This is an optimization exercise on Yosys and OpenROAD, whose aim is small area, not a production implementation.
Where RTL was checked, it was by simulation tests only, not by an equivalence proof against the original.
Only the layout flow was run in runs 3 to 5; the RTL was not checked for function there.
Power is estimated from default activity; no workload was simulated.

[flow/run.sh]
#!/bin/bash
# synth_recipe.tcl (not shown) runs the flow's synth.tcl, then flattens the netlist and writes it again
# the make line also repeats each setting of config.mk as NAME=value (left out here)
make -C /OpenROAD-flow-scripts/flow DESIGN_CONFIG=/design/flow/config.mk WORK_HOME=/design/flow/orfs CLKGATE_MAP_FILE= SYNTH_SCRIPT=/design/flow/synth_recipe.tcl finish
[flow/design.v]
module Hq2x #(parameter LENGTH = 16, parameter HALF_DEPTH = 1, parameter DWIDTH = HALF_DEPTH ? 11 : 23)
(
	input             clk,
	input             ce_in,
	input  [DWIDTH:0] inputpixel,
	input             mono,
	input             disable_hq2x,
	input             reset_frame,
	input             reset_line,
	input             ce_out,
	input       [1:0] read_y,
	input             hblank,
	output [DWIDTH:0] outpixel
);
function [5:0] hq_table;
	input [7:0] idx;
begin
	case (idx)
		8'd0: hq_table = 6'd19;
		8'd1: hq_table = 6'd19;
		8'd2: hq_table = 6'd26;
		8'd3: hq_table = 6'd11;
		8'd4: hq_table = 6'd19;
		8'd5: hq_table = 6'd19;
		8'd6: hq_table = 6'd26;
		8'd7: hq_table = 6'd11;
		8'd8: hq_table = 6'd23;
		8'd9: hq_table = 6'd15;
		8'd10: hq_table = 6'd47;
		8'd11: hq_table = 6'd35;
		8'd12: hq_table = 6'd23;
		8'd13: hq_table = 6'd15;
		8'd14: hq_table = 6'd55;
		8'd15: hq_table = 6'd39;
		8'd16: hq_table = 6'd19;
		8'd17: hq_table = 6'd19;
		8'd18: hq_table = 6'd26;
		8'd19: hq_table = 6'd58;
		8'd20: hq_table = 6'd19;
		8'd21: hq_table = 6'd19;
		8'd22: hq_table = 6'd26;
		8'd23: hq_table = 6'd58;
		8'd24: hq_table = 6'd23;
		8'd25: hq_table = 6'd15;
		8'd26: hq_table = 6'd35;
		8'd27: hq_table = 6'd35;
		8'd28: hq_table = 6'd23;
		8'd29: hq_table = 6'd15;
		8'd30: hq_table = 6'd7;
		8'd31: hq_table = 6'd35;
		8'd32: hq_table = 6'd19;
		8'd33: hq_table = 6'd19;
		8'd34: hq_table = 6'd26;
		8'd35: hq_table = 6'd11;
		8'd36: hq_table = 6'd19;
		8'd37: hq_table = 6'd19;
		8'd38: hq_table = 6'd26;
		8'd39: hq_table = 6'd11;
		8'd40: hq_table = 6'd23;
		8'd41: hq_table = 6'd15;
		8'd42: hq_table = 6'd55;
		8'd43: hq_table = 6'd39;
		8'd44: hq_table = 6'd23;
		8'd45: hq_table = 6'd15;
		8'd46: hq_table = 6'd51;
		8'd47: hq_table = 6'd43;
		8'd48: hq_table = 6'd19;
		8'd49: hq_table = 6'd19;
		8'd50: hq_table = 6'd26;
		8'd51: hq_table = 6'd58;
		8'd52: hq_table = 6'd19;
		8'd53: hq_table = 6'd19;
		8'd54: hq_table = 6'd26;
		8'd55: hq_table = 6'd58;
		8'd56: hq_table = 6'd23;
		8'd57: hq_table = 6'd15;
		8'd58: hq_table = 6'd51;
		8'd59: hq_table = 6'd35;
		8'd60: hq_table = 6'd23;
		8'd61: hq_table = 6'd15;
		8'd62: hq_table = 6'd7;
		8'd63: hq_table = 6'd43;
		8'd64: hq_table = 6'd19;
		8'd65: hq_table = 6'd19;
		8'd66: hq_table = 6'd26;
		8'd67: hq_table = 6'd11;
		8'd68: hq_table = 6'd19;
		8'd69: hq_table = 6'd19;
		8'd70: hq_table = 6'd26;
		8'd71: hq_table = 6'd11;
		8'd72: hq_table = 6'd23;
		8'd73: hq_table = 6'd61;
		8'd74: hq_table = 6'd35;
		8'd75: hq_table = 6'd35;
		8'd76: hq_table = 6'd23;
		8'd77: hq_table = 6'd61;
		8'd78: hq_table = 6'd51;
		8'd79: hq_table = 6'd35;
		8'd80: hq_table = 6'd19;
		8'd81: hq_table = 6'd19;
		8'd82: hq_table = 6'd26;
		8'd83: hq_table = 6'd11;
		8'd84: hq_table = 6'd19;
		8'd85: hq_table = 6'd19;
		8'd86: hq_table = 6'd26;
		8'd87: hq_table = 6'd11;
		8'd88: hq_table = 6'd23;
		8'd89: hq_table = 6'd15;
		8'd90: hq_table = 6'd51;
		8'd91: hq_table = 6'd35;
		8'd92: hq_table = 6'd23;
		8'd93: hq_table = 6'd15;
		8'd94: hq_table = 6'd51;
		8'd95: hq_table = 6'd35;
		8'd96: hq_table = 6'd19;
		8'd97: hq_table = 6'd19;
		8'd98: hq_table = 6'd26;
		8'd99: hq_table = 6'd11;
		8'd100: hq_table = 6'd19;
		8'd101: hq_table = 6'd19;
		8'd102: hq_table = 6'd26;
		8'd103: hq_table = 6'd11;
		8'd104: hq_table = 6'd23;
		8'd105: hq_table = 6'd61;
		8'd106: hq_table = 6'd7;
		8'd107: hq_table = 6'd35;
		8'd108: hq_table = 6'd23;
		8'd109: hq_table = 6'd61;
		8'd110: hq_table = 6'd7;
		8'd111: hq_table = 6'd43;
		8'd112: hq_table = 6'd19;
		8'd113: hq_table = 6'd19;
		8'd114: hq_table = 6'd26;
		8'd115: hq_table = 6'd11;
		8'd116: hq_table = 6'd19;
		8'd117: hq_table = 6'd19;
		8'd118: hq_table = 6'd26;
		8'd119: hq_table = 6'd58;
		8'd120: hq_table = 6'd23;
		8'd121: hq_table = 6'd15;
		8'd122: hq_table = 6'd51;
		8'd123: hq_table = 6'd35;
		8'd124: hq_table = 6'd23;
		8'd125: hq_table = 6'd61;
		8'd126: hq_table = 6'd7;
		8'd127: hq_table = 6'd43;
		8'd128: hq_table = 6'd19;
		8'd129: hq_table = 6'd19;
		8'd130: hq_table = 6'd26;
		8'd131: hq_table = 6'd11;
		8'd132: hq_table = 6'd19;
		8'd133: hq_table = 6'd19;
		8'd134: hq_table = 6'd26;
		8'd135: hq_table = 6'd11;
		8'd136: hq_table = 6'd23;
		8'd137: hq_table = 6'd15;
		8'd138: hq_table = 6'd47;
		8'd139: hq_table = 6'd35;
		8'd140: hq_table = 6'd23;
		8'd141: hq_table = 6'd15;
		8'd142: hq_table = 6'd55;
		8'd143: hq_table = 6'd39;
		8'd144: hq_table = 6'd19;
		8'd145: hq_table = 6'd19;
		8'd146: hq_table = 6'd26;
		8'd147: hq_table = 6'd11;
		8'd148: hq_table = 6'd19;
		8'd149: hq_table = 6'd19;
		8'd150: hq_table = 6'd26;
		8'd151: hq_table = 6'd11;
		8'd152: hq_table = 6'd23;
		8'd153: hq_table = 6'd15;
		8'd154: hq_table = 6'd51;
		8'd155: hq_table = 6'd35;
		8'd156: hq_table = 6'd23;
		8'd157: hq_table = 6'd15;
		8'd158: hq_table = 6'd51;
		8'd159: hq_table = 6'd35;
		8'd160: hq_table = 6'd19;
		8'd161: hq_table = 6'd19;
		8'd162: hq_table = 6'd26;
		8'd163: hq_table = 6'd11;
		8'd164: hq_table = 6'd19;
		8'd165: hq_table = 6'd19;
		8'd166: hq_table = 6'd26;
		8'd167: hq_table = 6'd11;
		8'd168: hq_table = 6'd23;
		8'd169: hq_table = 6'd15;
		8'd170: hq_table = 6'd55;
		8'd171: hq_table = 6'd39;
		8'd172: hq_table = 6'd23;
		8'd173: hq_table = 6'd15;
		8'd174: hq_table = 6'd51;
		8'd175: hq_table = 6'd43;
		8'd176: hq_table = 6'd19;
		8'd177: hq_table = 6'd19;
		8'd178: hq_table = 6'd26;
		8'd179: hq_table = 6'd11;
		8'd180: hq_table = 6'd19;
		8'd181: hq_table = 6'd19;
		8'd182: hq_table = 6'd26;
		8'd183: hq_table = 6'd11;
		8'd184: hq_table = 6'd23;
		8'd185: hq_table = 6'd15;
		8'd186: hq_table = 6'd51;
		8'd187: hq_table = 6'd39;
		8'd188: hq_table = 6'd23;
		8'd189: hq_table = 6'd15;
		8'd190: hq_table = 6'd7;
		8'd191: hq_table = 6'd43;
		8'd192: hq_table = 6'd19;
		8'd193: hq_table = 6'd19;
		8'd194: hq_table = 6'd26;
		8'd195: hq_table = 6'd11;
		8'd196: hq_table = 6'd19;
		8'd197: hq_table = 6'd19;
		8'd198: hq_table = 6'd26;
		8'd199: hq_table = 6'd11;
		8'd200: hq_table = 6'd23;
		8'd201: hq_table = 6'd15;
		8'd202: hq_table = 6'd51;
		8'd203: hq_table = 6'd35;
		8'd204: hq_table = 6'd23;
		8'd205: hq_table = 6'd15;
		8'd206: hq_table = 6'd51;
		8'd207: hq_table = 6'd39;
		8'd208: hq_table = 6'd19;
		8'd209: hq_table = 6'd19;
		8'd210: hq_table = 6'd26;
		8'd211: hq_table = 6'd11;
		8'd212: hq_table = 6'd19;
		8'd213: hq_table = 6'd19;
		8'd214: hq_table = 6'd26;
		8'd215: hq_table = 6'd11;
		8'd216: hq_table = 6'd23;
		8'd217: hq_table = 6'd15;
		8'd218: hq_table = 6'd51;
		8'd219: hq_table = 6'd35;
		8'd220: hq_table = 6'd23;
		8'd221: hq_table = 6'd15;
		8'd222: hq_table = 6'd7;
		8'd223: hq_table = 6'd35;
		8'd224: hq_table = 6'd19;
		8'd225: hq_table = 6'd19;
		8'd226: hq_table = 6'd26;
		8'd227: hq_table = 6'd11;
		8'd228: hq_table = 6'd19;
		8'd229: hq_table = 6'd19;
		8'd230: hq_table = 6'd26;
		8'd231: hq_table = 6'd11;
		8'd232: hq_table = 6'd23;
		8'd233: hq_table = 6'd15;
		8'd234: hq_table = 6'd51;
		8'd235: hq_table = 6'd35;
		8'd236: hq_table = 6'd23;
		8'd237: hq_table = 6'd15;
		8'd238: hq_table = 6'd7;
		8'd239: hq_table = 6'd43;
		8'd240: hq_table = 6'd19;
		8'd241: hq_table = 6'd19;
		8'd242: hq_table = 6'd26;
		8'd243: hq_table = 6'd11;
		8'd244: hq_table = 6'd19;
		8'd245: hq_table = 6'd19;
		8'd246: hq_table = 6'd26;
		8'd247: hq_table = 6'd11;
		8'd248: hq_table = 6'd23;
		8'd249: hq_table = 6'd15;
		8'd250: hq_table = 6'd7;
		8'd251: hq_table = 6'd35;
		8'd252: hq_table = 6'd23;
		8'd253: hq_table = 6'd15;
		8'd254: hq_table = 6'd7;
		8'd255: hq_table = 6'd43;
		default: hq_table = 6'd0;
	endcase
end
endfunction
function diff12;
	input [11:0] p1;
	input [11:0] p2;
	reg [6:0] a1, a2, b1, b2, c1, c2;
	reg [7:0] r, g, b, dm;
	reg [8:0] t, u;
	reg [9:0] y, v;
	reg y_inside, u_inside, v_inside;
begin
	a1 = {p1[3:0],  p1[3:1]};  a2 = {p2[3:0],  p2[3:1]};
	b1 = {p1[11:8], p1[11:9]}; b2 = {p2[11:8], p2[11:9]};
	c1 = {p1[7:4],  p1[7:5]};  c2 = {p2[7:4],  p2[7:5]};
	r = a1 - a2;
	g = c1 - c2;
	b = b1 - b2;
	t = $signed(r) + $signed(b);
	y = $signed(t) + $signed({g[7], g});
	u = $signed(r) - $signed(b);
	v = $signed({g, 1'b0}) - $signed(t);
	y_inside = (y < 10'h60 || y >= 10'h3a0);
	u_inside = (!u[8:4] || &u[8:4]);
	v_inside = (v < 10'h18 || v >= 10'h3e8);
	dm = {1'b0, p1[7:1]} - {1'b0, p2[7:1]};
	if (mono)
		diff12 = !(dm[7:5] == 3'b000 || dm[7:5] == 3'b111);
	else
		diff12 = !(y_inside && u_inside && v_inside);
end
endfunction
function [7:0] wsum;
	input [2:0] typ;
	input [3:0] n1;
	input [3:0] n2;
	input [3:0] n3;
	reg [2:0] m1, m2, m3;
begin
	case (typ)
		3'd0: begin m1 = 3'd6; m2 = 3'd4; m3 = 3'd0; end
		3'd1: begin m1 = 3'd4; m2 = 3'd4; m3 = 3'd4; end
		3'd2: begin m1 = 3'd5; m2 = 3'd4; m3 = 3'd2; end
		3'd3: begin m1 = 3'd6; m2 = 3'd2; m3 = 3'd2; end
		3'd4: begin m1 = 3'd2; m2 = 3'd6; m3 = 3'd6; end
		default: begin m1 = 3'd7; m2 = 3'd1; m3 = 3'd1; end
	endcase
	wsum = 8'd2 * n1 * m1 + n2 * m2 + n3 * m3;
end
endfunction
function [3:0] topn;
	input [7:0] s;
begin
	topn = s[7:4] + ({1'b0, s[7:4]} + {1'b0, s[3:0]} >= 5'd16);
end
endfunction
reg [11:0] Prev0, Prev1, Prev2, Curr0, Curr1, Curr2, Next0, Next1, Next2;
reg [11:0] A, B, D, F, G, H;
reg  [7:0] pattern, nextpatt;
reg  [1:0] cyc;
reg  curbuf;
reg  prevbuf;
wire diff0 = diff12(Curr1, (cyc == 0) ? Prev0 : (cyc == 1) ? Curr0 : (cyc == 2) ? Prev2 : Next1);
wire diff1 = diff12(Curr1, (cyc == 0) ? Prev1 : (cyc == 1) ? Next0 : (cyc == 2) ? Curr2 : Next2);
wire [7:0] new_pattern = {diff1, diff0, pattern[7:2]};
wire [11:0] X = (cyc == 0) ? A : (cyc == 1) ? Prev1 : (cyc == 2) ? Next1 : G;
wire [7:0] nextpatt_nx = (cyc == 3) ?
	{new_pattern[7:6], new_pattern[3], new_pattern[5], new_pattern[2], new_pattern[4], new_pattern[1:0]} :
	{nextpatt[5], nextpatt[3], nextpatt[0], nextpatt[6], nextpatt[1], nextpatt[7], nextpatt[4], nextpatt[2]};
reg [5:0] hqrule;    
wire [3:0] bl_rule = hqrule[5:2];
wire [1:0] df_rule = hqrule[1:0];
wire is_diff = diff12(df_rule[1] ? B : H, df_rule[0] ? D : F);
reg  [2:0] btyp0;
reg [11:0] bi20, bi30;
always @(*) begin
	case({!is_diff, bl_rule})
		1,11,12,13,17: begin btyp0 = 3'd0; bi20 = X; bi30 = D; end
		      2,14,18: begin btyp0 = 3'd0; bi20 = D; bi30 = D; end
		      3,15,19: begin btyp0 = 3'd0; bi20 = B; bi30 = D; end
		   4,20,24,27: begin btyp0 = 3'd1; bi20 = D; bi30 = B; end
		         5,21: begin btyp0 = 3'd1; bi20 = X; bi30 = B; end
		         6,22: begin btyp0 = 3'd1; bi20 = X; bi30 = D; end
		        25,29: begin btyp0 = 3'd4; bi20 = D; bi30 = B; end
		           26: begin btyp0 = 3'd5; bi20 = D; bi30 = B; end
		           28: begin btyp0 = 3'd3; bi20 = D; bi30 = B; end
		           30: begin btyp0 = 3'd2; bi20 = B; bi30 = D; end
		           31: begin btyp0 = 3'd2; bi20 = D; bi30 = B; end
		      default: begin btyp0 = 3'd0; bi20 = Curr0; bi30 = D; end
	endcase
end
reg  [2:0] btyp;
reg [11:0] bi1, bi2, bi3;
wire [7:0] s_hi  = wsum(btyp, bi1[11:8], bi2[11:8], bi3[11:8]);
wire [7:0] s_mid = wsum(btyp, bi1[7:4],  bi2[7:4],  bi3[7:4]);
wire [7:0] s_lo  = wsum(btyp, bi1[3:0],  bi2[3:0],  bi3[3:0]);
wire [11:0] blend_now = mono ? {4'b0000, s_mid + {4'b0000, s_lo[7:4]}}
                             : {topn(s_hi), topn(s_mid), topn(s_lo)};
reg [11:0] bl2, bl3, blend_result;
reg [11:0] ibuf0 [0:LENGTH-2];
reg [11:0] ibuf1 [0:LENGTH-2];
function [11:0] rd_in;
	input sel;
	input [3:0] a;
	reg [11:0] v0, v1;
begin
	v0 = ibuf0[(a == 4'd15) ? 4'd14 : a];
	v1 = ibuf1[(a == 4'd15) ? 4'd14 : a];
	rd_in = sel ? v1 : v0;
end
endfunction
reg [47:0] obuf [0:2*LENGTH-3];
reg  [4:0] read_x;
reg  [4:0] wrout_addr;
reg        wrout_en;
reg [47:0] wrdata;
reg [47:0] q;
reg [23:0] outpixel_x2;
assign outpixel = read_x[0] ? outpixel_x2[23:12] : outpixel_x2[11:0];
wire [3:0] rpos = read_x[4:1];
wire [4:0] raddr = {rpos[3:1], rpos[0] & ~&rpos[3:1], read_y[1]};
always @(posedge clk) begin
	q <= obuf[raddr];
	if (wrout_en && wrout_addr < 5'd30) obuf[wrout_addr] <= wrdata;
	if(ce_out) begin
		if(read_x[0]) outpixel_x2 <= read_y[0] ? q[47:24] : q[23:0];
		if(~hblank & ~&read_x) read_x <= read_x + 1'd1;
		if(hblank) read_x <= 0;
	end
end
reg [3:0] offs;
reg old_reset_line;
reg old_reset_frame;
reg [3:0] wrdata_finished;
reg [4:0] waddr;
wire line_start  = old_reset_line && ~reset_line;
wire frame_start = line_start && old_reset_frame && ~reset_frame;
wire curbuf_next = frame_start ? 1'b0 : line_start ? ~curbuf : curbuf;
always @(posedge clk) begin
	wrout_en <= 0;
	if(ce_in) begin
		hqrule <= disable_hq2x ? 6'd0 : hq_table(nextpatt_nx);
		btyp <= btyp0; bi1 <= Curr0; bi2 <= bi20; bi3 <= bi30;
		bl2 <= blend_now;
		bl3 <= bl2;
		blend_result <= bl3;
		case(cyc)
			0: wrdata[11:0]  <= blend_result;
			1: wrdata[23:12] <= blend_result;
			2: wrdata[47:36] <= blend_result;
			3: wrdata[35:24] <= blend_result;
		endcase
		wrdata_finished <= wrdata_finished << 1;
		if(wrdata_finished[3]) begin
			wrout_en <= 1;
			wrout_addr <= waddr;
		end
		if(~&offs) begin
			if (cyc == 1) begin
				Prev2 <= rd_in(prevbuf, offs);
				Curr2 <= rd_in(curbuf, offs);
				Next2 <= inputpixel;
				if (curbuf_next) ibuf0[offs] <= inputpixel;
				else             ibuf1[offs] <= inputpixel;
			end
			if(cyc==3) begin
				offs <= offs + 1'd1;
				waddr <= {offs, curbuf};
				wrdata_finished[0] <= 1;
			end
		end
		pattern <= new_pattern;
		if(cyc==3) begin
			nextpatt <= {new_pattern[7:6], new_pattern[3], new_pattern[5], new_pattern[2], new_pattern[4], new_pattern[1:0]};
			{A, G} <= {Prev0, Next0};
			{B, F, H, D} <= {Prev1, Curr2, Next1, Curr0};
			{Prev0, Prev1} <= {Prev1, Prev2};
			{Curr0, Curr1} <= {Curr1, Curr2};
			{Next0, Next1} <= {Next1, Next2};
		end else begin
			nextpatt <= {nextpatt[5], nextpatt[3], nextpatt[0], nextpatt[6], nextpatt[1], nextpatt[7], nextpatt[4], nextpatt[2]};
			{B, F, H, D} <= {F, H, D, B};
		end
		cyc <= cyc + 1'b1;
		if(line_start) begin
			old_reset_frame <= reset_frame;
			offs <= 0;
			cyc <= 0;
			curbuf <= ~curbuf;
			prevbuf <= curbuf;
			{Prev0, Prev1, Prev2, Curr0, Curr1, Curr2, Next0, Next1, Next2} <= '0;
			if(old_reset_frame & ~reset_frame) begin
				curbuf <= 0;
				prevbuf <= 0;
			end
		end
		old_reset_line  <= reset_line;
	end
end
endmodule
[flow/config.mk]
export PLATFORM = sky130hd
export DESIGN_NAME = Hq2x
export DESIGN_NICKNAME = Hq2x
export VERILOG_FILES = /design/flow/design.v
export SDC_FILE = /design/flow/constraint.sdc
export NUM_CORES = 4
export LEC_CHECK = 0
export CAP_MARGIN = 20
export CORE_MARGIN = 2
export CORE_UTILIZATION = 45
export PLACE_DENSITY = 0.6
export SLEW_MARGIN = 20
[flow/constraint.sdc]
create_clock -name core_clock -period 8.0 [get_ports {clk}]
set_input_delay 1.6000 -clock core_clock [delete_from_list [all_inputs] [get_ports {clk}]]
set_output_delay 1.6000 -clock core_clock [all_outputs]
set_load 0.01 [all_outputs]
==> metrics.md, run 1 <==
| Metric | Value |
|---|---|
| Outcome | `timing/DRC/antenna clean` |
| Top FF cell, synth | `edfxtp_1` |
| Grt met3 use | `3.15%` |
| Pwr dens | `311 nW/um^2` |
| DP HPWL | `139 mm` |
| CTS buffer count | `217` |
| CP max stage delay | `0.54 ns` |
| Synth warn | `1` |
| Crit path max fanout | `16` |
| Core area | `214,000 um^2` |
| Vias in the first global route | `55,415` |
| Hold Path Depth | `0` |
| Reg clk slew, reported paths | `0.06 ns` |
| Area leader, netlist | `edfxtp_1` |
| Max Clk Rate | `0.138 GHz` |
| FILL cells | `17,860` |
| Critical Path RT | `8.66 ns` |
| Synth Area in Compound Gates | `9.31%` |
| Worst reg2reg path endpoint | `hqrule[2]$_SDFFCE_PP0P_` |
| Worst r2r src | `cyc[0]$_SDFFCE_PP0P_` |
| M1 GR Usage | `32.3%` |
| Crit-path most repeated cell | `a21oi_1` |
| Mapped Area | `96,600 um^2` |
| MaxCap Viol Count | `0` |
| Syn nets | `6,593` |
| Slew @ Worst Pin | `1.13 ns` |
| Pins Over Slew Limit | `0` |
| XOR/XNOR Fraction of Synth Area | `1.11%` |
| Distinct cell type count after synthesis | `90` |
| Width of the die | `467 um` |
| Hold Buf Count CTS | `0` |
| Leakage power | `36.2 nW` |
| Layout cells sized above 1 | `12.8%` |
| Residual DRC | `0` |
| I/O pin count | `34` |
| Clock buffer depth | `3` |
| GRT busiest layer | `met2` |
| Post-synthesis adder-cell area fraction | `4.72%` |
| Final min period | `7.25 ns` |
| Post-synth EDFFs | `2,176` |
| Hold Vio Cnt, Final | `0` |
| Post-Syn Instances | `6,256` |
| Postcts setup bufs | `0` |
| H-tree Lvls | `4` |
| Layout Nets | `6,608` |
| Final setup fails | `0` |
| CTS tree | `done` |
| Worst vdd ir | `0.537 mV` |
| CP Class | `flip-flop to flip-flop` |
| Hold crit path type | `flip-flop to flip-flop` |
| Routability cong. | `0.854` |
| Setup slack, reg-to-reg | `0.75 ns` |
| Hold Crit Start | `bl3[2]$_DFFE_PP_` |
| Met2 GRT Util | `37.0%` |
| Final worst-path cycle share | `90.7%` |
| Resize count post-CTS | `0` |
| Die ar. | `218,000 um^2` |
| Max stage delay cell, worst path | `or4_1` |
| R2R depth | `30` |
| Finished Layout Cells | `9,292` |
| CTS Sinks | `2,225` |
| GRT overflow | `0` |
| Setup crit start kind | `flip-flop` |
| Die height | `467 um` |
| Placed insts | `8,890` |
| GRT Overall Usage | `22.7%` |
| Port Buffers | `33` |
| Synth Area in Simple Gates | `5.43%` |
| FFs w/ async S/R, synth | `0%` |
| Initial DRC count | `6,458` |
| Synth-to-Final Area Change | `11.3%` |
| Largest net degree at the start of global routing | `172` |
| Setup TNS | `0 ns` |
| Worst Hold End | `blend_result[2]$_DFFE_PP_` |
| DRT Pass-1 Iters | `6` |
| First-pass GRT wire length | `368 mm` |
| Vias | `55,814` |
| Initial Util | `45.2%` |
| Top cells by area, synth | `edfxtp_1, mux4_2, ha_1` |
| Avg Inst Size Synth | `15.4 um^2` |
| Worst path bufs/invs | `4` |
| Post-Route WL | `251 mm` |
| Antenna viol nets, final | `0` |
| Worst slew margin | `24.4%` |
| Clock Tree Root | `clkbuf_16` |
| Flops & latches, synth | `2,225` |
| Largest delay share family, worst path | `compound AO/OA/AOI/OAI gates` |
| RSZ-0062 raised after global routing | `false` |
| Initial antenna violation count | `5` |
| CP Data Arrival Time | `7.91 ns` |
| Drt via density | `6.01` |
| Rows | `170` |
| Sequential area share after synthesis | `68.6%` |
| Worst Skew | `0.0721 ns` |
| Largest family of logic cells by synthesized area | `compound AO/OA/AOI/OAI gates` |
| Area share of the largest cell type after synthesis | `67.6%` |
| Per-cell routed wire length | `27.0 um` |
| Mux contribution to synthesized area | `8.33%` |
| Worst Setup End Kind | `flip-flop` |
| Clock latency (worst-skew pair) | `0.87 ns` |
state kept, by name, indices dropped and copies added (netlist names), 24 cells and up:
name	count
outpixel_x2	24
q	48
obuf	1440
wrdata	48
ibuf1	180
ibuf0	180
cells in the mapped netlist, types with 22 or more instances:
cell / n
ha_1: 233
a211oi_1: 34
xor2_1: 53
nand3_1: 134
and3_1: 22
a311oi_1: 24
nor3_1: 32
mux2_2: 102
o21bai_1: 32
mux4_2: 204
xnor2_1: 68
fa_1: 82
o21ai_0: 267
edfxtp_1: 2176
and2_1: 159
o211ai_1: 25
buf_1: 60
nand2b_1: 33
nor2_1: 353
o22ai_1: 148
a21oi_1: 292
inv_1: 258
nand2_1: 234
dfxtp_1: 49
nor2b_1: 68
a21o_1: 63
mux2i_1: 229
clkbuf_1: 294
o221ai_1: 290
cells in the final DEF (no fill, tap or decap), types with 22 or more instances in the layout:
cell / instances
and3_1: 22
clkdlybuf4s50_1: 25
mux2i_1: 229
o21ai_0: 266
ha_1: 229
inv_1: 257
o211ai_1: 25
nor2_4: 31
o221ai_1: 290
clkinv_2: 32
nand2_1: 233
a211oi_1: 34
nor2_1: 319
buf_4: 122
mux4_2: 204
dfxtp_1: 49
o22ai_1: 148
a21oi_1: 291
and2_1: 155
fa_1: 82
xnor2_1: 68
edfxtp_1: 2176
clkbuf_1: 56
o21bai_1: 32
mux2_2: 102
a311oi_1: 24
clkbuf_16: 221
nor3_1: 32
nand3_1: 134
xor2_1: 53
clkinv_1: 41
nor2b_1: 65
nand2b_1: 31
a21o_1: 63
logic make-up after synthesis:
| kind of cell | Yosys count |
|---|---|
| flops | 2225 |
| simple gates | 1098 |
| fa+ha+maj | 315 |
| xor+xnor | 122 |
| compound gates | 1332 |
| buf+inv | 628 |
| mux | 536 |
routing by layer:
metal,part of all wire (%),vias up
met5,0,-
met4,2.3,0
met3,6.9,347
met2,48,2192
met1,42,28774
li1,-,24501
worst max path at each step:
stage	cells past startpoint	start	to
finish	30	cyc[0]$_SDFFCE_PP0P_	hqrule[2]$_SDFFCE_PP0P_
global route	29	cyc[1]$_SDFFCE_PP0P_	hqrule[2]$_SDFFCE_PP0P_
CTS	28	cyc[1]$_SDFFCE_PP0P_	hqrule[4]$_SDFFCE_PP0P_
detailed placement	28	cyc[1]$_SDFFCE_PP0P_	hqrule[4]$_SDFFCE_PP0P_
global placement	31	cyc[1]$_SDFFCE_PP0P_	hqrule[5]$_SDFFCE_PP0P_
floorplan	33	cyc[0]$_SDFFCE_PP0P_	hqrule[3]$_SDFFCE_PP0P_
where the power goes:
part           switching (mW)  internal (mW)  total, mW  leakage, nW
sequential              0.302           13.2       13.5         20.2
clock                    4.41           5.76       10.2         3.43
combinational            5.65           4.08       9.72         12.6
total                    10.4           23.1       33.4         36.2
layout make-up:
type | instances | area [um^2] | area share [%]
well taps | 2838 | 3550 | 3.30
repair buffers | 162 | 1350 | 1.26
multi-input cells | 3403 | 28200 | 26.3
clock buffers | 288 | 5890 | 5.48
clock inverters | 111 | 1190 | 1.11
inverters | 262 | 998 | 0.928
diodes | 3 | 7.51 | 0.00698
flip-flops and latches | 2225 | 66300 | 61.7
per-stage QoR:
stage	cell area (um^2)	utilization [%]	total power [mW]	setup slack [ns]	hold WS [ns]
floorplan	96600	-	21.1	0.878	0.400
global placement	100000	47.0	23.2	0.873	0.402
detailed placement	100000	47.0	23.4	0.760	0.405
CTS	108000	50.3	33.6	0.701	0.374
global route	108000	50.3	35.3	0.120	0.380
finish	108000	50.3	33.4	0.748	0.379
==> run 2: changes to the inputs <==
--- a/flow/design.v
+++ b/flow/design.v
@@ -281,26 +281,26 @@
 	input [11:0] p2;
-	reg [6:0] a1, a2, b1, b2, c1, c2;
-	reg [7:0] r, g, b, dm;
-	reg [8:0] t, u;
-	reg [9:0] y, v;
-	reg y_inside, u_inside, v_inside;
+	reg signed [6:0] dl, dm, dh;
+	reg signed [7:0] S, U, V;
+	reg [7:0] dmono;
+	reg [2:0] rp, rn;
+	reg y_in, u_in, v_in;
 begin
-	a1 = {p1[3:0],  p1[3:1]};  a2 = {p2[3:0],  p2[3:1]};
-	b1 = {p1[11:8], p1[11:9]}; b2 = {p2[11:8], p2[11:9]};
-	c1 = {p1[7:4],  p1[7:5]};  c2 = {p2[7:4],  p2[7:5]};
-	r = a1 - a2;
-	g = c1 - c2;
-	b = b1 - b2;
-	t = $signed(r) + $signed(b);
-	y = $signed(t) + $signed({g[7], g});
-	u = $signed(r) - $signed(b);
-	v = $signed({g, 1'b0}) - $signed(t);
-	y_inside = (y < 10'h60 || y >= 10'h3a0);
-	u_inside = (!u[8:4] || &u[8:4]);
-	v_inside = (v < 10'h18 || v >= 10'h3e8);
-	dm = {1'b0, p1[7:1]} - {1'b0, p2[7:1]};
+	dl = $signed({3'b000, p1[3:0]})  - $signed({3'b000, p2[3:0]});
+	dm = $signed({3'b000, p1[7:4]})  - $signed({3'b000, p2[7:4]});
+	dh = $signed({3'b000, p1[11:8]}) - $signed({3'b000, p2[11:8]});
+	S = dl + dm + dh;
+	U = dl - dh;
+	V = 2 * dm - dl - dh;
+	y_in = (S <= 8'sd11) && (S >= -8'sd11);
+	u_in = ((U <= 8'sd1) && (U >= -8'sd1)) ||
+	       (U == -8'sd2 && p2[0] && !p2[8] && !p1[0] && p1[8]);
+	rp = {p2[4], 1'b0} + p1[0] + p1[8];
+	rn = {p1[4], 1'b0} + p2[0] + p2[8];
+	v_in = ((V <= 8'sd2) && (V >= -8'sd2)) ||
+	       (V == -8'sd3 && rp >= rn + 3'd3);
+	dmono = {1'b0, p1[7:1]} - {1'b0, p2[7:1]};
 	if (mono)
-		diff12 = !(dm[7:5] == 3'b000 || dm[7:5] == 3'b111);
+		diff12 = !(dmono[7:5] == 3'b000 || dmono[7:5] == 3'b111);
 	else
-		diff12 = !(y_inside && u_inside && v_inside);
+		diff12 = !(y_in && u_in && v_in);
 end
@@ -312,13 +312,15 @@
 	input [3:0] n3;
-	reg [2:0] m1, m2, m3;
+	reg [4:0] m;
+	reg t1, t2, t3, t4, t5;
 begin
-	case (typ)
-		3'd0: begin m1 = 3'd6; m2 = 3'd4; m3 = 3'd0; end
-		3'd1: begin m1 = 3'd4; m2 = 3'd4; m3 = 3'd4; end
-		3'd2: begin m1 = 3'd5; m2 = 3'd4; m3 = 3'd2; end
-		3'd3: begin m1 = 3'd6; m2 = 3'd2; m3 = 3'd2; end
-		3'd4: begin m1 = 3'd2; m2 = 3'd6; m3 = 3'd6; end
-		default: begin m1 = 3'd7; m2 = 3'd1; m3 = 3'd1; end
-	endcase
-	wsum = 8'd2 * n1 * m1 + n2 * m2 + n3 * m3;
+	m = n2 + n3;
+	t1 = typ == 3'd1; t2 = typ == 3'd2; t4 = typ == 3'd4; t5 = typ == 3'd5;
+	t3 = !(t1 | t2 | t4 | t5);
+	wsum = ({1'b0, n1, 3'b000} & {8{!t4}})
+	     + ({2'b00, n1, 2'b00} & {8{t3 | t4 | t5}})
+	     + ({3'b000, n1, 1'b0} & {8{t2 | t5}})
+	     + ({1'b0, m, 2'b00}   & {8{t1 | t4}})
+	     + ({2'b00, m, 1'b0}   & {8{t2 | t3 | t4}})
+	     + ({3'b000, m}        & {8{t5}})
+	     + ({3'b000, n2, 1'b0} & {8{t2}});
 end
@@ -352,5 +354,5 @@
 	case({!is_diff, bl_rule})
-		1,11,12,13,17: begin btyp0 = 3'd0; bi20 = X; bi30 = D; end
-		      2,14,18: begin btyp0 = 3'd0; bi20 = D; bi30 = D; end
-		      3,15,19: begin btyp0 = 3'd0; bi20 = B; bi30 = D; end
+		1,11,12,13,17: begin btyp0 = 3'd3; bi20 = X; bi30 = X; end
+		      2,14,18: begin btyp0 = 3'd3; bi20 = D; bi30 = D; end
+		      3,15,19: begin btyp0 = 3'd3; bi20 = B; bi30 = B; end
 		   4,20,24,27: begin btyp0 = 3'd1; bi20 = D; bi30 = B; end
@@ -363,3 +365,3 @@
 		           31: begin btyp0 = 3'd2; bi20 = D; bi30 = B; end
-		      default: begin btyp0 = 3'd0; bi20 = Curr0; bi30 = D; end
+		      default: begin btyp0 = 3'd3; bi20 = Curr0; bi30 = Curr0; end
 	endcase
@@ -395,5 +397,11 @@
 wire [3:0] rpos = read_x[4:1];
-wire [4:0] raddr = {rpos[3:1], rpos[0] & ~&rpos[3:1], read_y[1]};
+reg [47:0] q_nx;
+integer qi;
+always @(*) begin
+	q_nx = 48'd0;
+	for (qi = 0; qi < 2*LENGTH-2; qi = qi + 1)
+		if (rpos == qi[4:1] && read_y[1] == qi[0]) q_nx = q_nx | obuf[qi];
+end
 always @(posedge clk) begin
-	q <= obuf[raddr];
+	q <= q_nx;
 	if (wrout_en && wrout_addr < 5'd30) obuf[wrout_addr] <= wrdata;
==> run 2 against run 1 <==
Effect of this change: utilization grew 0.59 points; routed wire length grew 1.5%; still clean on timing, DRC and antenna; clock-buffer cell count shrank 10; via count shrank 5.7%; area after synthesis shrank 5.3%; maximum frequency grew 2.9%; critical endpoint is now bi2[1]$_DFFE_PP_; critical path depth shrank 10; first-iteration DRC count shrank 3.8%; register-to-register slack gained 0.20 ns; sequential cell count is the same; die area shrank 5.3%; setup slack gained 0.20 ns.
==> metrics.md, run 2 <==
| Metric | Value |
|---|---|
| Worst Setup End Kind | `flip-flop` |
| I/O pin count | `34` |
| Worst vdd ir | `0.348 mV` |
| Vias | `52,628` |
| Count leader, synth | `edfxtp_1` |
| Commonest cells after routing, fill and taps aside | `edfxtp_1, a22oi_1, nand2_1` |
| Setup crit start kind | `flip-flop` |
| GRT overflow | `0` |
| Resize count post-CTS | `0` |
| Core area | `202,000 um^2` |
| Crit path max fanout | `24` |
| FILL cells | `16,426` |
| Synth-to-Final Area Change | `12.3%` |
| Die ar. | `207,000 um^2` |
| Area leader, netlist | `edfxtp_1` |
| Port Buffers | `33` |
| MaxCap Viol Count | `0` |
| Top cells by area, synth | `edfxtp_1, a22oi_1, ha_1` |
| CP Class | `flip-flop to flip-flop` |
| Final worst-path cycle share | `88.1%` |
| Outcome | `timing/DRC/antenna clean` |
| Top FF cell, synth | `edfxtp_1` |
| Final min period | `7.05 ns` |
| CTS Sinks | `2,225` |
| Avg Inst Size Synth | `15.9 um^2` |
| Flops & latches, synth | `2,225` |
| Max Clk Rate | `0.142 GHz` |
| Largest net degree at the start of global routing | `85` |
| Hold Crit Start | `bl3[3]$_DFFE_PP_` |
| Hold Buf Count CTS | `0` |
| Post-Syn Instances | `5,764` |
| Pwr dens | `293 nW/um^2` |
| Initial DRC count | `6,210` |
| CTS buffer count | `214` |
| Clock latency (worst-skew pair) | `0.88 ns` |
| Setup TNS | `0 ns` |
| Area of the multi-input gates | `23,700 um^2` |
| Post-Route WL | `255 mm` |
| Reg clk slew, reported paths | `0.06 ns` |
| Slew @ Worst Pin | `1.16 ns` |
| CTS tree | `done` |
| GRT Overall Usage | `24.4%` |
| Worst r2r src | `hqrule[1]$_SDFFCE_PP0P_` |
| Hold Vio Cnt, Final | `0` |
| Sequential area share after synthesis | `72.5%` |
| Worst Skew | `0.0756 ns` |
| Hold crit path type | `flip-flop to flip-flop` |
| Postcts setup bufs | `0` |
| DP Area | `95,700 um^2` |
| Initial Util | `45.3%` |
| Layout cells sized above 1 | `11.8%` |
| Layout Nets | `6,173` |
| Per-cell routed wire length | `29.2 um` |
| Clock Tree Root | `clkbuf_16` |
| Die height | `455 um` |
| FFs w/ async S/R, synth | `0%` |
| Antenna viol nets, final | `0` |
| Register area | `66,300 um^2` |
| Rows | `165` |
| CP Data Arrival Time | `7.61 ns` |
| Leakage power | `34.6 nW` |
| RSZ-0062 raised after global routing | `false` |
| Post-synth EDFFs | `2,176` |
| Commonest cells in the netlist | `edfxtp_1, a22oi_1, nor2_1` |
| Finished Cell Area | `103,000 um^2` |
| Initial antenna violation count | `5` |
| Area share of the largest cell type after synthesis | `71.4%` |
| Most flops, register | `obuf` |
| Final setup fails | `0` |
| Synth warn | `1` |
| CP startpoint | `hqrule[1]$_SDFFCE_PP0P_` |
| Distinct cell type count after synthesis | `88` |
| Routability cong. | `0.851` |
| Clock buffer depth | `3` |
| Max reg flops | `1,440` |
| H-tree Lvls | `4` |
| Vias in the first global route | `52,258` |
| Worst slew margin | `22.5%` |
| Pins Over Slew Limit | `0` |
| Drt via density | `6.03` |
| First-pass GRT wire length | `365 mm` |
| DRT Pass-1 Iters | `7` |
| Width of the die | `455 um` |
| Residual DRC | `0` |
| Syn nets | `6,080` |
| Critical Path RT | `8.56 ns` |
| Mapped Area | `91,500 um^2` |
| Commonest non-fill, non-tap cell in the layout | `edfxtp_1` |
| Largest regs | `obuf x1440, ibuf0 x180, ibuf1 x180` |
| DP HPWL | `145 mm` |
[run 2: cell types whose count changed after synthesis, moves of 93 or more]
cell / change
a22o_1: +100
o21ai_0: -177
a22oi_1: +514
mux4_2: -193
a221oi_1: +97
nor2_1: -93
o221ai_1: -270
o22ai_1: -119
a21oi_1: -142
[run 2: power by group]
part | switching, mW | leakage [nW] | internal (mW)
registers | 0.332 | 20.2 | 13.2
clock network | 4.47 | 3.44 | 5.70
logic | 3.64 | 10.9 | 2.76
[run 2: path summary, 6_finish.rpt]
check             cells after the start                   endpoint  slack [ns]
setup / recovery                     20           bi2[1]$_DFFE_PP_        0.95
hold / removal                        0  blend_result[3]$_DFFE_PP_        0.39
setup reg to reg                     20           bi2[1]$_DFFE_PP_        0.95
hold reg to reg                       0  blend_result[3]$_DFFE_PP_        0.39
[run 2: final cells by class]
cell class,instances,area share [%]
diodes,3,0.00730
clock buffers,278,5.61
clock inverters,127,1.27
inverters,223,0.814
multi-input cells,3016,23.1
flip-flops and latches,2225,64.5
well taps,2672,3.25
repair buffers,177,1.43
[run 2: worst max-delay path, stage by stage (launching register included)]
cell       delay, ns
edfxtp_1        0.75
mux2i_1         0.36
ha_1            0.19
inv_1           0.06
fa_1            0.46
a21o_1          0.20
a21oi_1         0.45
inv_1           0.11
fa_1            0.51
inv_1           0.09
ha_1            0.40
inv_1           0.09
a221o_1         0.35
a211oi_1        0.26
nand4_1         0.13
o2bb2a_2        0.31
a2111oi_4       0.53
o21ai_2         0.15
a21boi_1        0.31
o211ai_4        0.82
o2111ai_1       0.20
[run 2: per-layer routing]
metal	wire (um)	share of wire, %	GRT usage, %
met1	102000	40	31.9
met2	128000	50	42.2
met3	16900	6.6	3.17
met4	7650	3.0	7.67
met5	0	0	0
[run 2: cells by family after synthesis]
logic type      count (synthesis)  share of synthesized area (%)
flops                        2225                           72.5
buf+inv                       523                           2.16
mux                           304                           3.65
fa+ha+maj                     295                           4.90
simple gates                 1061                           5.77
compound gates               1282                           10.3
xor+xnor                       74                          0.708
[run 2: through the flow]
stage / std cells / setup WS [ns] / hold WS, ns / power, mW / utilization (%)
final: 8721 / 0.951 / 0.393 / 30.1 / 50.9
after global routing: 8719 / 0.409 / 0.404 / 31.5 / 50.9
after CTS: 8718 / 0.982 / 0.395 / 30.3 / 50.8
after detailed placement: 8313 / 1.03 / 0.405 / 20.2 / 47.3
after global placement: 8308 / 1.24 / 0.402 / 20.1 / 47.3
after floorplan: 5764 / 1.29 / 0.400 / 18.5 / -
==> run 3: changes to the inputs <==
--- a/flow/design.v
+++ b/flow/design.v
@@ -281,26 +281,24 @@
 	input [11:0] p2;
-	reg signed [6:0] dl, dm, dh;
-	reg signed [7:0] S, U, V;
-	reg [7:0] dmono;
+	reg [4:0] Lp, Hp, Mp;
+	reg [5:0] T;
+	reg [6:0] S, U, V;
 	reg [2:0] rp, rn;
-	reg y_in, u_in, v_in;
+	reg y_in, u_in, v_in, m_in;
 begin
-	dl = $signed({3'b000, p1[3:0]})  - $signed({3'b000, p2[3:0]});
-	dm = $signed({3'b000, p1[7:4]})  - $signed({3'b000, p2[7:4]});
-	dh = $signed({3'b000, p1[11:8]}) - $signed({3'b000, p2[11:8]});
-	S = dl + dm + dh;
-	U = dl - dh;
-	V = 2 * dm - dl - dh;
-	y_in = (S <= 8'sd11) && (S >= -8'sd11);
-	u_in = ((U <= 8'sd1) && (U >= -8'sd1)) ||
-	       (U == -8'sd2 && p2[0] && !p2[8] && !p1[0] && p1[8]);
+	Lp = {1'b0, p1[3:0]}  + {1'b0, ~p2[3:0]};      
+	Mp = {1'b0, p1[7:4]}  + {1'b0, ~p2[7:4]};      
+	Hp = {1'b0, p1[11:8]} + {1'b0, ~p2[11:8]};     
+	T = {1'b0, Lp} + {1'b0, Hp};                   
+	S = {1'b0, T} + {2'b00, Mp};                   
+	U = {2'b00, Lp} + {2'b00, ~Hp};                
+	V = {1'b0, Mp, 1'b0} + {1'b0, ~T};             
+	y_in = (S >= 7'd34) && (S <= 7'd56);
+	u_in = ((U >= 7'd30) && (U <= 7'd32)) || (U == 7'd29 && p2[0] && !p2[8] && !p1[0] && p1[8]);
 	rp = {p2[4], 1'b0} + p1[0] + p1[8];
 	rn = {p1[4], 1'b0} + p2[0] + p2[8];
-	v_in = ((V <= 8'sd2) && (V >= -8'sd2)) ||
-	       (V == -8'sd3 && rp >= rn + 3'd3);
-	dmono = {1'b0, p1[7:1]} - {1'b0, p2[7:1]};
-	if (mono)
-		diff12 = !(dmono[7:5] == 3'b000 || dmono[7:5] == 3'b111);
-	else
-		diff12 = !(y_in && u_in && v_in);
+	v_in = ((V >= 7'd61) && (V <= 7'd65)) || (V == 7'd60 && rp >= rn + 3'd3);
+	m_in = ((Mp >= 5'd12) && (Mp <= 5'd18)) ||
+	       (Mp == 5'd11 && p1[3:1] >= p2[3:1]) ||
+	       (Mp == 5'd19 && p1[3:1] <  p2[3:1]);
+	diff12 = mono ? !m_in : !(y_in && u_in && v_in);
 end
--- a/flow/config.mk
+++ b/flow/config.mk
@@ -10,2 +10,5 @@
 export CORE_UTILIZATION = 45
+export CTS_BUF_LIST = sky130_fd_sc_hd__clkbuf_16
+export CTS_CLUSTER_DIAMETER = 100
+export CTS_CLUSTER_SIZE = 30
 export PLACE_DENSITY = 0.6
==> run 3 against run 2 <==
Effect of this change: utilization shrank 2.3 points; final cell count down 3.5%; clock-buffer cell count fell by 191; highest routed layer unchanged; die area decreased by 0.55%; first-iteration DRC count rose by 27%; sequential cell count stayed put.
==> metrics.md, run 3 <==
| Metric | Value |
|---|---|
| Clock latency (worst-skew pair) | `0.79 ns` |
| Port Buffers | `33` |
| Flops & latches, synth | `2,225` |
| CP Data Arrival Time | `7.33 ns` |
| Reg clk slew, reported paths | `0.11 ns` |
| Die ar. | `206,000 um^2` |
| Hold Buf Count CTS | `0` |
| CP endpoint | `bi3[6]$_DFFE_PP_` |
| Postcts setup bufs | `0` |
| MaxCap Viol Count | `0` |
| Pwr dens | `262 nW/um^2` |
| Resize count post-CTS | `0` |
| Leakage power | `32.1 nW` |
| Final min period | `6.73 ns` |
| Post-Syn Instances | `5,713` |
| ANT cells | `0` |
| Setup TNS | `0 ns` |
| DP HPWL | `145 mm` |
| Worst Setup End Kind | `flip-flop` |
| Worst vdd ir | `0.371 mV` |
| Pins Over Slew Limit | `0` |
| Avg Inst Size Synth | `15.9 um^2` |
| Vias | `52,561` |
| R2R depth | `21` |
| Crit path max fanout | `12` |
| Most flops, register | `obuf` |
| Layout Nets | `5,979` |
| Syn nets | `6,007` |
| DRT Pass-1 Iters | `7` |
| Outcome | `timing/DRC/antenna clean` |
| Residual DRC | `0` |
| Max reg flops | `1,440` |
| Worst slew margin | `21.6%` |
| Commonest non-fill, non-tap cell in the layout | `edfxtp_1` |
| Final worst-path cycle share | `84.1%` |
| Slew @ Worst Pin | `1.18 ns` |
| Drt via density | `6.25` |
| CP startpoint | `hqrule[0]$_SDFFCE_PP0P_` |
| WHS | `0.428 ns` |
| Initial Util | `45.1%` |
| Area share of the largest cell type after synthesis | `71.8%` |
| Post-Route WL | `261 mm` |
| Critical Path RT | `8.61 ns` |
| Mapped Area | `91,000 um^2` |
| Worst reg2reg path endpoint | `bi3[6]$_DFFE_PP_` |
| Initial antenna violation count | `2` |
| Clock buffer depth | `3` |
| Per-cell routed wire length | `31.0 um` |
| FILL cells | `17,042` |
| Sequential area share after synthesis | `72.9%` |
| Fin worst setup slack | `1.27 ns` |
| Top FF cell, synth | `edfxtp_1` |
| DRT met1 WL | `106 mm` |
| DR top layer | `met4` |
| Distinct cell type count after synthesis | `86` |
| Vias in the first global route | `50,709` |
| Max Clk Rate | `0.149 GHz` |
| DP Area | `95,300 um^2` |
| Commonest cells after routing, fill and taps aside | `edfxtp_1, a22oi_1, nor2_1` |
| Die height | `454 um` |
| CTS Sinks | `2,225` |
| Synth-to-Final Area Change | `7.58%` |
| Hold crit path type | `flip-flop to flip-flop` |
| CP Class | `flip-flop to flip-flop` |
| Count leader, synth | `edfxtp_1` |
| Top cells by area, synth | `edfxtp_1, a22oi_1, ha_1` |
| Finished Cell Area | `97,900 um^2` |
| FFs w/ async S/R, synth | `0%` |
| Post-synth EDFFs | `2,176` |
| Setup crit start kind | `flip-flop` |
| CTS tree | `done` |
| Worst Skew | `0.0359 ns` |
| Worst r2r src | `hqrule[0]$_SDFFCE_PP0P_` |
| Wire length on met3 | `22.6 mm` |
| Core area | `202,000 um^2` |
| Routability cong. | `0.862` |
| Commonest cells in the netlist | `edfxtp_1, a22oi_1, nor2_1` |
| Synth warn | `1` |
| I/O pin count | `34` |
| Fin util | `48.5%` |
| Rows | `165` |
| DP Worst Slack | `1.39 ns` |
| Width of the die | `454 um` |
| Hold Vio Cnt, Final | `0` |
| RSZ-0062 raised after global routing | `false` |
| Antenna viol nets, final | `0` |
| Finished Layout Cells | `8,415` |
| Setup slack, reg-to-reg | `1.27 ns` |
| CTS buffer count | `87` |
| H-tree Lvls | `3` |
| GRT Overall Usage | `24.9%` |
| Initial DRC count | `7,862` |
| Area leader, netlist | `edfxtp_1` |
| Clock Tree Root | `clkbuf_16` |
| Layout cells sized above 1 | `8.86%` |
| GRT overflow | `0` |
| Final setup fails | `0` |
| Met2 WL | `127 mm` |
| Total power | `25.7 mW` |
| Largest net degree at the start of global routing | `85` |
| Placed insts | `8,266` |
| Largest regs | `obuf x1440, ibuf0 x180, ibuf1 x180` |
| First-pass GRT wire length | `369 mm` |
==> run 3: cell types whose count changed after synthesis, sizes merged, moves of 46 or more <==
cell and delta:
a221oi +72, a22o +65, nand3 -46, a21oi +57, nor2 +74, a22oi -185
==> run 3: cell type report <==
type	count	area, um^2	area share [%]
multi-input cells	3001	23300	23.8
flip-flops and latches	2225	66300	67.7
inverters	179	672	0.686
repair buffers	191	1650	1.69
clock buffers	87	2180	2.22
well taps	2672	3340	3.41
clock inverters	60	393	0.401
==> run 3: how the worst min path moves through the flow <==
stage               slack (ns)                           end                             start  cells past startpoint
floorplan                 0.40              bl3[0]$_DFFE_PP_                  bl2[0]$_DFFE_PP_                      0
global placement          0.40  wrdata_finished[3]$_DFFE_PP_      wrdata_finished[2]$_DFFE_PP_                      0
detailed placement        0.40  wrdata_finished[1]$_DFFE_PP_  wrdata_finished[0]$_SDFFCE_PP0P_                      0
CTS                       0.43     blend_result[4]$_DFFE_PP_                  bl3[4]$_DFFE_PP_                      0
global route              0.44     blend_result[3]$_DFFE_PP_                  bl3[3]$_DFFE_PP_                      0
finish                    0.43     blend_result[3]$_DFFE_PP_                  bl3[3]$_DFFE_PP_                      0
==> run 3: power breakdown <==
| part | total [mW] | internal [mW] | switching, mW | leakage (nW) |
|---|---|---|---|---|
| clock network | 5.61 | 2.06 | 3.55 | 1.40 |
| registers | 13.6 | 13.2 | 0.344 | 20.2 |
| logic | 6.49 | 2.79 | 3.70 | 10.5 |
==> run 3: critical path, stage by stage (launching register included) <==
cell	delay, ns
edfxtp_1	0.82
mux2i_1	0.42
ha_1	0.24
inv_1	0.08
fa_1	0.47
xnor2_1	0.18
ha_1	0.45
inv_2	0.10
nor2_1	0.11
nor2_1	0.06
xnor2_1	0.20
inv_1	0.07
ha_1	0.34
a21oi_1	0.23
a21oi_1	0.11
or4b_2	0.66
mux2i_1	0.20
and3_1	0.25
a21oi_2	0.13
a21oi_1	0.92
a222oi_1	0.31
a21oi_1	0.22
==> run 3: layer usage <==
metal  vias up  track usage (%)
li1      22421                -
met1     27351             35.1
met2      2506             41.9
met3       283             3.27
met4         0             4.63
met5         -                0
==> run 3: cell families after synthesis <==
kind of cell	count (synthesis)	share of synthesized area, %
compound gates	1326	11.0
xor+xnor	81	0.779
fa+ha+maj	272	4.42
buf+inv	487	2.08
flops	2225	72.9
mux	313	3.62
simple gates	1009	5.28
==> run 4: changes to the inputs <==
--- a/flow/config.mk
+++ b/flow/config.mk
@@ -9,3 +9,3 @@
 export CORE_MARGIN = 2
-export CORE_UTILIZATION = 45
+export CORE_UTILIZATION = 65
 export CTS_BUF_LIST = sky130_fd_sc_hd__clkbuf_16
@@ -13,3 +13,3 @@
 export CTS_CLUSTER_SIZE = 30
-export PLACE_DENSITY = 0.6
+export PLACE_DENSITY = 0.75
 export SLEW_MARGIN = 20
==> run 4 against run 3 <==
Effect of this change: sequential cell count unchanged; via count up 1.2%; critical path type unchanged; largest cell class unchanged; largest power group unchanged; clock-buffer cell count shrank 1.
==> metrics.md, run 4 <==
| Metric | Value |
|---|---|
| Commonest cells in the netlist | `edfxtp_1, a22oi_1, nor2_1` |
| Area share of the largest cell type after synthesis | `71.8%` |
| Postcts setup bufs | `0` |
| Worst Skew | `0.0407 ns` |
| Final setup fails | `0` |
| Combinational share of power | `25.5%` |
| FILL cells | `9,006` |
| Hold crit path type | `flip-flop to flip-flop` |
| Routability cong. | `0.870` |
| Clock buffer depth | `3` |
| Layout cells sized above 1 | `8.51%` |
| Core area | `139,000 um^2` |
| Most flops, register | `obuf` |
| Initial antenna violation count | `1` |
| GRT Overall Usage | `33.6%` |
| Critical Path RT | `8.58 ns` |
| Width of the die | `378 um` |
| Commonest non-fill, non-tap cell in the layout | `edfxtp_1` |
| Area leader, netlist | `edfxtp_1` |
| Largest net degree at the start of global routing | `85` |
| Max stage delay cell, worst path | `mux2i_1` |
| Pwr dens | `264 nW/um^2` |
| Setup TNS | `0 ns` |
| Internal power | `18.1 mW` |
| Syn nets | `6,007` |
| DRT Pass-1 Iters | `8` |
| Sequential area share after synthesis | `72.9%` |
| Residual DRC | `0` |
| Resize count post-CTS | `0` |
| Worst Hold End | `bl3[11]$_DFFE_PP_` |
| Max reg flops | `1,440` |
| Synth warn | `1` |
| Clock Tree Root | `clkbuf_16` |
| Setup crit start kind | `flip-flop` |
| Die height | `378 um` |
| CTS Sinks | `2,225` |
| Switching power | `7.43 mW` |
| Finished Layout Cells | `7,591` |
| Setup slack, reg-to-reg | `1.20 ns` |
| Max Clk Rate | `0.147 GHz` |
| Worst r2r src | `hqrule[0]$_SDFFCE_PP0P_` |
| Largest regs | `obuf x1440, ibuf0 x180, ibuf1 x180` |
| Hold Vio Cnt, Final | `0` |
| FFs w/ async S/R, synth | `0%` |
| Distinct cell type count after synthesis | `86` |
| Layout Nets | `5,955` |
| Leakage power | `31.9 nW` |
| First-pass GRT wire length | `345 mm` |
| Post-synth EDFFs | `2,176` |
| MaxCap Viol Count | `0` |
| Clock latency (worst-skew pair) | `0.76 ns` |
| Sw Ratio | `29.1%` |
| Initial Util | `65.4%` |
| CP Class | `flip-flop to flip-flop` |
| Reg clk slew, reported paths | `0.12 ns` |
| Initial DRC count | `8,147` |
| Commonest cells after routing, fill and taps aside | `edfxtp_1, a22oi_1, nor2_1` |
| Reg power frac | `53.2%` |
| H-tree Lvls | `3` |
| Avg Inst Size Synth | `15.9 um^2` |
| Hold Buf Count CTS | `0` |
| Worst reg2reg path endpoint | `bi2[8]$_DFFE_PP_` |
| CTS tree | `done` |
| Top FF cell, synth | `edfxtp_1` |
| RSZ-0062 raised after global routing | `false` |
| DP HPWL | `137 mm` |
| Per-cell routed wire length | `31.7 um` |
| CTS buffer count | `85` |
| Worst vdd ir | `0.435 mV` |
| Slew @ Worst Pin | `1.16 ns` |
| Count leader, synth | `edfxtp_1` |
| R2R depth | `21` |
| Final min period | `6.80 ns` |
| Top cells by area, synth | `edfxtp_1, a22oi_1, ha_1` |
| Die ar. | `143,000 um^2` |
| Synth-to-Final Area Change | `6.19%` |
| Post-Syn Instances | `5,713` |
| Antenna viol nets, final | `0` |
| Drt via density | `7.01` |
| Crit path max fanout | `12` |
| Worst slew margin | `20.3%` |
| CP max stage delay | `0.98 ns` |
| Flops & latches, synth | `2,225` |
| Mapped Area | `91,000 um^2` |
| CP Data Arrival Time | `7.38 ns` |
| Hold Path Depth | `0` |
| Final worst-path cycle share | `85.0%` |
| Hold Crit Start | `bl2[11]$_SDFFCE_PP0P_` |
| Outcome | `timing/DRC/antenna clean` |
| Placed insts | `7,450` |
| Clock Power Share | `21.3%` |
| Port Buffers | `33` |
| Pins Over Slew Limit | `0` |
| Vias in the first global route | `51,403` |
| Vias | `53,217` |
| Rows | `137` |
| I/O pin count | `34` |
| Worst Setup End Kind | `flip-flop` |
| Post-Route WL | `241 mm` |
| GRT overflow | `0` |
| Critical Path, Cell by Cell | `mux2i_1 -> ha_1 -> inv_1 -> fa_1 -> xnor2_1 -> ha_1 -> inv_2 -> nor2_1 -> nor2_1 -> xnor2_1 -> inv_1 -> ha_1 -> a21oi_1 -> a21oi_1 -> or4b_2 -> mux2i_1 -> nand3_1 -> o21ai_4 -> mux2i_1 -> nand3_1 -> a41oi_2` |
-- run 4: cell families after synthesis --
logic type                 after synthesis  synth area share (%)
muxes                                  313                  3.62
xor gates and xnor gates                81                 0.779
DFF                                   2225                  72.9
buffers and inverters                  487                  2.08
adders and majority gates              272                  4.42
AOI/OAI and AO/OA                     1326                  11.0
and+or+nand+nor                       1009                  5.28
-- run 4: power groups by stage --
stage,Sequential (mW),Combinational (mW),Clock (mW)
2_1_floorplan,13.6,4.96,0
3_3_place_gp,13.8,6.23,0
3_5_place_dp,13.8,6.44,0
4_1_cts,13.6,6.49,5.44
5_1_grt,13.6,7.27,5.81
6_report,13.6,6.50,5.43
-- run 4: through the flow --
stage               area (um^2)  power, mW  setup WS (ns)  hold WS, ns  util (%)
floorplan                 91000       18.6           2.14        0.400         -
global placement          94000       20.0           1.62        0.404      67.5
detailed placement        94100       20.3           1.43        0.405      67.6
CTS                       96600       25.5           1.38        0.412      69.4
global route              96600       26.7          0.837        0.429      69.4
finish                    96600       25.5           1.20        0.422      69.4
-- run 4: final cells by class --
class | instances | area, um^2 | area share, %
flip-flops and latches | 2225 | 66300 | 68.6
multi-input cells | 3001 | 23400 | 24.2
well taps | 1876 | 2350 | 2.43
clock buffers | 86 | 2150 | 2.23
repair buffers | 169 | 1450 | 1.50
inverters | 179 | 672 | 0.695
clock inverters | 53 | 342 | 0.353
diodes | 2 | 5.00 | 0.00518
-- run 4: worst max-delay path, delay by kind of cell (launching register included) --
kind,cells,cell delay (ns)
flops,1,0.84
compound gates,4,0.87
fa+ha+maj,4,1.48
mux,3,1.57
buf+inv,3,0.23
xor+xnor,2,0.39
simple gates,5,1.26
-- run 4: worst max path at each step --
stage	from	end	depth (start not counted)
after floorplan	cyc[0]$_SDFFCE_PP0P_	hqrule[4]$_SDFFCE_PP0P_	24
after global placement	hqrule[0]$_SDFFCE_PP0P_	bi2[5]$_DFFE_PP_	19
after detailed placement	cyc[0]$_SDFFCE_PP0P_	hqrule[4]$_SDFFCE_PP0P_	23
after CTS	hqrule[0]$_SDFFCE_PP0P_	bi2[8]$_DFFE_PP_	21
after global routing	hqrule[0]$_SDFFCE_PP0P_	bi2[6]$_DFFE_PP_	21
final	hqrule[0]$_SDFFCE_PP0P_	bi2[8]$_DFFE_PP_	21
-- run 4: per-layer routing --
| layer | global-route usage [%] | share of wire [%] | up-vias |
|---|---|---|---|
| met4 | 12.4 | 4.2 | 0 |
| met2 | 55.3 | 49 | 3682 |
| li1 | - | - | 22381 |
| met3 | 5.37 | 11 | 560 |
| met1 | 45.8 | 36 | 26594 |
| met5 | 0 | 0 | - |
==> run 5: changes to the inputs <==
--- a/flow/config.mk
+++ b/flow/config.mk
@@ -11,4 +11,4 @@
 export CTS_BUF_LIST = sky130_fd_sc_hd__clkbuf_16
-export CTS_CLUSTER_DIAMETER = 100
-export CTS_CLUSTER_SIZE = 30
+export CTS_CLUSTER_DIAMETER = 70
+export CTS_CLUSTER_SIZE = 24
 export PLACE_DENSITY = 0.75
==> run 5 against run 4 <==
Effect of this change: final cell count up 0.86%; via count up 0.52%; utilization up 0.76 points; still clean; clock skew down 0.014 ns; power up 4.2%; highest routed layer is now met5.
==> metrics.md, run 5 <==
| Metric | Value |
|---|---|
| Hold crit path type | `flip-flop to flip-flop` |
| Die ar. | `143,000 um^2` |
| GRT overflow | `0` |
| Layout cells sized above 1 | `9.31%` |
| Largest net degree at the start of global routing | `85` |
| Met2 WL | `117 mm` |
| Mapped Area | `91,000 um^2` |
| Initial DRC count | `8,229` |
| Crit path max fanout | `12` |
| CP Class | `flip-flop to flip-flop` |
| Syn nets | `6,007` |
| Commonest cells after routing, fill and taps aside | `edfxtp_1, a22oi_1, nor2_1` |
| Area share of the largest cell type after synthesis | `71.8%` |
| DP HPWL | `137 mm` |
| Hold Buf Count CTS | `0` |
| FFs w/ async S/R, synth | `0%` |
| Setup crit start kind | `flip-flop` |
| Initial antenna violation count | `4` |
| Sequential area share after synthesis | `72.9%` |
| Final setup fails | `0` |
| Worst r2r src | `hqrule[0]$_SDFFCE_PP0P_` |
| Clock latency (worst-skew pair) | `0.78 ns` |
| Outcome | `timing/DRC/antenna clean` |
| Clock buffer depth | `3` |
| Most flops, register | `obuf` |
| Antenna viol nets, final | `0` |
| Postcts setup bufs | `0` |
| DRT Pass-1 Iters | `9` |
| Largest regs | `obuf x1440, ibuf0 x180, ibuf1 x180` |
| Slew @ Worst Pin | `1.24 ns` |
| Synth warn | `1` |
| Vias in the first global route | `51,765` |
| Commonest cells in the netlist | `edfxtp_1, a22oi_1, nor2_1` |
| FILL cells | `8,906` |
| Layout Nets | `5,984` |
| Top cells by area, synth | `edfxtp_1, a22oi_1, ha_1` |
| Setup slack, reg-to-reg | `1.19 ns` |
| H-tree Lvls | `3` |
| Worst slew margin | `14.9%` |
| CP endpoint | `bi2[8]$_DFFE_PP_` |
| Final min period | `6.81 ns` |
| CTS buffer count | `114` |
| Max reg flops | `1,440` |
| Width of the die | `378 um` |
| Reg clk slew, reported paths | `0.09 ns` |
| Clock Tree Root | `clkbuf_16` |
| Count leader, synth | `edfxtp_1` |
| R2R depth | `21` |
| GRT Overall Usage | `33.8%` |
| CTS Sinks | `2,225` |
| Post-synth EDFFs | `2,176` |
| Rows | `137` |
| Finished Cell Area | `97,700 um^2` |
| Placed insts | `7,450` |
| Post-Route WL | `242 mm` |
| Hold Vio Cnt, Final | `0` |
| Initial Util | `65.4%` |
| Synth-to-Final Area Change | `7.35%` |
| First-pass GRT wire length | `347 mm` |
| Worst Setup End Kind | `flip-flop` |
| CP Data Arrival Time | `7.42 ns` |
| Die height | `378 um` |
| Pwr dens | `272 nW/um^2` |
| Commonest non-fill, non-tap cell in the layout | `edfxtp_1` |
| Critical Path RT | `8.61 ns` |
| Wire length on met3 | `27.0 mm` |
| Avg Inst Size Synth | `15.9 um^2` |
| Residual DRC | `0` |
| MaxCap Viol Count | `0` |
| CP startpoint | `hqrule[0]$_SDFFCE_PP0P_` |
| Core area | `139,000 um^2` |
| CTS tree | `done` |
| Max Clk Rate | `0.147 GHz` |
| Resize count post-CTS | `0` |
| DR top layer | `met5` |
| Pins Over Slew Limit | `0` |
| Area leader, netlist | `edfxtp_1` |
| Drt via density | `6.99` |
| Worst reg2reg path endpoint | `bi2[8]$_DFFE_PP_` |
| Top FF cell, synth | `edfxtp_1` |
| Routability cong. | `0.870` |
| RSZ-0062 raised after global routing | `false` |
| Final worst-path cycle share | `85.2%` |
| Worst vdd ir | `0.435 mV` |
| DP Area | `94,100 um^2` |
| Post-Syn Instances | `5,713` |
| DRT met1 WL | `87.0 mm` |
| Setup TNS | `0 ns` |
| Port Buffers | `33` |
| Distinct cell type count after synthesis | `86` |
| Finished Layout Cells | `7,656` |
| Flops & latches, synth | `2,225` |
| Vias | `53,496` |
| I/O pin count | `34` |
| Leakage power | `32.5 nW` |
| Worst Skew | `0.0263 ns` |
| Per-cell routed wire length | `31.6 um` |
## run 5: routing by layer
metal / up-vias / track usage, %
li1: 22479 / -
met1: 26839 / 45.9
met2: 3599 / 55.6
met3: 577 / 5.41
met4: 2 / 12.9
met5: - / 0
## run 5: worst min path at each step
stage               slack [ns]  depth (start not counted)             startpoint                   endpoint
detailed placement        0.40                          0  bl2[11]$_SDFFCE_PP0P_          bl3[11]$_DFFE_PP_
CTS                       0.41                          0       bl3[1]$_DFFE_PP_  blend_result[1]$_DFFE_PP_
finish                    0.40                          0       bl3[1]$_DFFE_PP_  blend_result[1]$_DFFE_PP_
global placement          0.40                          0     waddr[3]$_DFFE_PP_    wrout_addr[3]$_DFFE_PP_
floorplan                 0.40                          0       bl2[0]$_DFFE_PP_           bl3[0]$_DFFE_PP_
global route              0.41                          0  bl2[11]$_SDFFCE_PP0P_          bl3[11]$_DFFE_PP_
## run 5: worst max-delay path, cell delays in order, from the launching register on
cell and delay, ns:
edfxtp_1 0.83, mux2i_1 0.40, ha_1 0.23, inv_1 0.06, fa_1 0.46, xnor2_1 0.17
ha_1 0.45, inv_2 0.10, nor2_1 0.12, nor2_1 0.06, xnor2_1 0.22, inv_1 0.07
ha_1 0.34, a21oi_1 0.23, a21oi_1 0.12, or4b_2 0.67, mux2i_1 0.19, nand3_1 0.18
o21ai_4 0.26, mux2i_1 1.03, nand3_1 0.23, a41oi_2 0.24
## run 5: metrics by stage
step / util [%] / worst slack (ns) / hold WS [ns] / total power [mW]
finish: 70.2 / 1.19 / 0.402 / 26.6
global route: 70.2 / 0.848 / 0.405 / 27.8
detailed placement: 67.6 / 1.43 / 0.405 / 20.3
floorplan: - / 2.14 / 0.400 / 18.6
CTS: 70.2 / 1.41 / 0.409 / 26.6
global placement: 67.5 / 1.62 / 0.404 / 20.0
## run 5: cells by family (layout without fill, tap and decap cells)
kind of cell | after synthesis | in the layout | share of synthesized area, %
flip-flops | 2225 | 2225 | 72.9
AO/OA/AOI/OAI | 1326 | 1326 | 11.0
AND/OR/NAND/NOR | 1009 | 1009 | 5.28
buffers and inverters | 487 | 552 | 2.08
multiplexers | 313 | 313 | 3.62
adder cells (fa/ha/maj) | 272 | 272 | 4.42
XOR/XNOR | 81 | 81 | 0.779
other | 0 | 2 | 0
## run 5: report_power, final
group          total [mW]  switching [mW]  internal (mW)  leakage, nW
Sequential           13.6           0.328           13.2         20.2
Clock                6.48            3.69           2.80         1.89
Combinational        6.52            3.73           2.79         10.4
## run 5: cell type report
type / instances / area, um^2 / area share, %
clock buffers: 115 / 2880 / 2.95
flip-flops and latches: 2225 / 66300 / 67.9
clock inverters: 89 / 681 / 0.697
inverters: 179 / 672 / 0.688
well taps: 1876 / 2350 / 2.40
diodes: 2 / 5.00 / 0.00512
repair buffers: 169 / 1450 / 1.48
multi-input cells: 3001 / 23300 / 23.9

port drivers added, routing unchanged:
How much do the figures lean on ideal ports? The routed layouts below were timed once more, with nothing changed but the port constraints.
Step 1: set_driving_cell puts a clkbuf_16 on clk and a buf_2 on each other input, an assumption about the parent block.
Step 2 times the ports against the registers' clock, not the clock port: input delays grow and output delays shrink by t, the midpoint of the rising clock arrivals with the driver on.
Slacks: no drivers / after step 1 / after step 2; pairs: no drivers / after step 1.
run | t, ns | slack for setup (ns) | clock arrival spread, ns | worst data-port slew with drivers (ns)
run 1 | 0.926 | 0.748 / 0.748 / 0.748 | 0.083 / 0.083 | 0.08
run 2 | 0.925 | 0.951 / 0.951 / 0.951 | 0.078 / 0.078 | 0.08
run 3 | 0.845 | 1.274 / 1.274 / 1.274 | 0.052 / 0.052 | 0.17
run 4 | 0.824 | 1.201 / 1.201 / 1.201 | 0.041 / 0.041 | 0.19
run 5 | 0.845 | 1.186 / 1.186 / 1.186 | 0.041 / 0.041 | 0.18
After both steps every run listed still meets setup and hold.
